Source: an optimization exercise on an open RTL-to-GDS flow (aim: small area, a short achievable clock period and few clock cycles). Production flows keep margins and buffers that such runs may drop. The RTL was checked by simulation tests, not by an equivalence proof against the original design.

Setup of run 1:
// MandelbrotGen
module MandelbrotGen(
		input Clk_100M,           
		input  [4:0]BTNS,         
		input  SW0,               
		input  SW15,              
		output reg [18:0] addrA,  
		output reg [11:0] dinA,   
		output reg wea            
    );
reg rst_q;        
reg restart;      
reg pan_im;       
reg pan_re;       
reg pan_sub;      
reg zoom;         
reg sw0_q;        
wire raw_restart = SW15 | (|BTNS);
always @(posedge Clk_100M) begin
	rst_q   <= SW15;
	restart <= raw_restart;
	pan_im  <= ~SW15 & (BTNS[0] | BTNS[1]);
	pan_re  <= ~SW15 & ~BTNS[0] & ~BTNS[1] & (BTNS[3] | BTNS[4]);
	pan_sub <= BTNS[0] | (~BTNS[1] & BTNS[3]);
	zoom    <= BTNS[2];
	sw0_q   <= SW0;
end
reg [17:0] shift, re0, im0;    
reg [9:0] xn;                  
reg [8:0] yn;                  
reg col0;                      
reg pix0;                      
reg ipar;                      
reg hpar;                      
reg [17:0] zr1, zi1, cr1, ci1;
reg [7:0] n1;                  
reg v1, d1, t1;                
reg [0:0] xc_q;
reg [17:0] t0_q;
reg [17:0] t1_q;
reg [17:0] u0_q;
reg [17:0] u1_q;
reg [17:0] yh1_q;
reg [0:0] yc_q;
reg [17:0] zh0_q;
reg [17:0] zh1_q;
reg [12:0] zl0_q;
reg [12:0] zl1_q;
reg [17:0] cr2, ci2;
reg [7:0] n2;
reg v2, d2, t2;
wire p0, p1;
mha u_p0 ((zr1[0] & zr1[4]), (zr1[1] & zr1[3]), p0, p1);
wire p2, p3;
mfa u_p2 ((zr1[0] & zr1[5]), (zr1[1] & zr1[4]), (zr1[3] & ~zr1[2]), p2, p3);
wire p4, p5;
mfa u_p4 ((zr1[0] & zr1[6]), (zr1[1] & zr1[5]), (zr1[2] & zr1[4]), p4, p5);
wire p6, p7;
mha u_p6 ((zr1[2] & zr1[3]), p3, p6, p7);
wire p8, p9;
mfa u_p8 ((zr1[0] & zr1[7]), (zr1[1] & zr1[6]), (zr1[2] & zr1[5]), p8, p9);
wire p10, p11;
mfa u_p10 ((zr1[4] & ~zr1[3]), p5, p8, p10, p11);
wire p12, p13;
mfa u_p12 ((zr1[0] & zr1[8]), (zr1[1] & zr1[7]), (zr1[2] & zr1[6]), p12, p13);
wire p14, p15;
mfa u_p14 ((zr1[3] & zr1[5]), (zr1[3] & zr1[4]), p9, p14, p15);
wire p16, p17;
mha u_p16 (p12, p14, p16, p17);
wire p18, p19;
mfa u_p18 ((zr1[0] & zr1[9]), (zr1[1] & zr1[8]), (zr1[2] & zr1[7]), p18, p19);
  ...
export LEC_CHECK = 0
export CAP_MARGIN = 20
export CORE_MARGIN = 2
export CORE_UTILIZATION = 40
export SETUP_SLACK_MARGIN = 5
export SLEW_MARGIN = 20
export SYNTH_HIERARCHICAL = 1
export SYNTH_MINIMUM_KEEP_SIZE = 0
export TNS_END_PERCENT = 0
create_clock -name core_clock -period 11.0 [get_ports {Clk_100M}]
standard.sh (not shown) runs the stock make flow with config.mk's settings and CLKGATE_MAP_FILE= SYNTH_SCRIPT=/design/flow/synth_recipe.tcl, a recipe that flattens the netlist after the stock synthesis.
==> flow/flow/run.sh <==
#!/bin/bash
# Layout flow: the standard synthesis, then the standard ORFS layout steps
# with the resizer's timing repair aiming for a larger setup slack margin, so
# that it shortens the critical paths below the clock period. Each tool's
# output goes to a log here.
set -euo pipefail
MARGIN=7.2
bash standard.sh synth > synth.log 2>&1
sed -e "s/SETUP_SLACK_MARGIN=[0-9.]*/SETUP_SLACK_MARGIN=$MARGIN/" standard.sh > layout.sh
bash layout.sh > layout.log 2>&1
Testbench counts of run 1, summed over its fixed seeds: cycles 10,830,570.
Input changes introduced in run 2 (baseline for comparison: run 1):
# run 1
export LEC_CHECK = 0
export CAP_MARGIN = 20
export CORE_MARGIN = 2
export CORE_UTILIZATION = 40
export SETUP_SLACK_MARGIN = 5
export SLEW_MARGIN = 20
export SYNTH_HIERARCHICAL = 1
export SYNTH_MINIMUM_KEEP_SIZE = 0
export TNS_END_PERCENT = 0
create_clock -name core_clock -period 11.0 [get_ports {Clk_100M}]
# run 2
export LEC_CHECK = 0
export CAP_MARGIN = 70
export CORE_MARGIN = 2
export CORE_UTILIZATION = 40
export SETUP_SLACK_MARGIN = 5
export SLEW_MARGIN = 70
export SYNTH_HIERARCHICAL = 1
export SYNTH_MINIMUM_KEEP_SIZE = 0
export TNS_END_PERCENT = 0
create_clock -name core_clock -period 11.0 [get_ports {Clk_100M}]
==> flow/flow/run.sh <==
#!/bin/bash
# Layout flow: the standard synthesis (standard.sh synth), then the
# standard ORFS layout steps (standard.sh's make command) with these changes:
#  - the resizer's timing repair aims for a larger setup slack margin, so that
#    it shortens the critical paths below the clock period;
#  - extra ORFS variables given in EXTRA below.
# Each tool's output goes to a log file in this folder.
set -euo pipefail
MARGIN=7.2
EXTRA='RECOVER_POWER=100'
bash standard.sh synth > synth.log 2>&1
sed -e "s/SETUP_SLACK_MARGIN=[0-9.]*/SETUP_SLACK_MARGIN=$MARGIN/" \
    -e "s|\"\${@:-finish}\"|$EXTRA \"\${@:-finish}\"|" standard.sh > layout.sh
bash layout.sh > layout.log 2>&1
Delta (run 2 minus run 1): cell area shows a reduction of about 1.2%, hold slack shows no meaningful change.
Run 2 vs run 1 — via count dropped 1.8%.
When run 2 is set beside run 1, its non-clock buffer count turns out to be 11 smaller.
The lower final worst-path cycle share came out of run 1.
Diff run 1 and run 2: buffering stage count on the worst path with inverters included lower in run 1
Cmp run 1 and run 2 / detailed-route wire length / higher: run 1
Run 1 finished every step from synthesis to the final layout, and the layout passed the timing, DRC and antenna checks.
Every stage of run 2 finished as expected; the final checks, on the other hand, flagged capacitance limit, slew limit, which means the layout fails.
Compared run 2 vs run 1, and area growth from synthesis to final layout is down in run 2.
Run 2 has less setup slack than run 1.
Inputs modified between run 2 and run 3:
# run 2
export LEC_CHECK = 0
export CAP_MARGIN = 70
export CORE_MARGIN = 2
export CORE_UTILIZATION = 40
export SETUP_SLACK_MARGIN = 5
export SLEW_MARGIN = 70
export SYNTH_HIERARCHICAL = 1
export SYNTH_MINIMUM_KEEP_SIZE = 0
export TNS_END_PERCENT = 0
create_clock -name core_clock -period 11.0 [get_ports {Clk_100M}]
# run 3
export LEC_CHECK = 0
export ABC_AREA = 1
export CAP_MARGIN = 70
export CORE_MARGIN = 2
export CORE_UTILIZATION = 40
export SETUP_SLACK_MARGIN = 5
export SLEW_MARGIN = 70
export SYNTH_HIERARCHICAL = 1
export SYNTH_MINIMUM_KEEP_SIZE = 0
export TNS_END_PERCENT = 0
create_clock -name core_clock -period 11.0 [get_ports {Clk_100M}]
diff --git a/flow/flow/run.sh b/flow/flow/run.sh
--- a/flow/flow/run.sh
+++ b/flow/flow/run.sh
@@ -9,3 +9,3 @@
 MARGIN=7.2
-EXTRA='RECOVER_POWER=100'
+EXTRA='BUFFER_PORTS_ARGS="-buffer_cell sky130_fd_sc_hd__buf_2"'
 bash standard.sh synth > synth.log 2>&1
Findings:
Run 2 finished every stage; the final checks, however, were not passed, the failures being capacitance limit, slew limit.
Both conditions hold for run 3: the flow ran to the end and the final layout passed the timing, DRC and antenna checks.
Compared with run 2, run 3 instantiates a larger number of cells.
Going from run 2 to run 3, the die area was enlarged.
Min number of cells on the worst reg-to-reg path across run 3 and run 2: run 2

-- separate check: timing with driven ports --
No port has a modelled driver above. Below, the same layouts with a new extraction and two added sets of constraints. Step 1 assumes that a clkbuf_16 drives the clock port and a buf_2 every other input. Step 2 times the ports against the registers' clock, not the clock port: input delays grow and output delays shrink by t, the midpoint of the rising clock arrivals with the driver on. Three values: ideal ports, drivers, drivers and shift; two values: the first two.
| run | shift t [ns] | slack for setup (ns) | worst setup path at the end | worst slew at a driven data input, ns |
|---|---|---|---|---|
| run 1 | 0.666 | 6.899 / 6.899 / 6.899 | register to register | 0.04 |
| run 2 | 0.654 | 4.919 / 4.919 / 4.919 | register to register | 0.04 |
| run 3 | 0.642 | 7.116 / 7.116 / 7.116 | register to register | 0.03 |
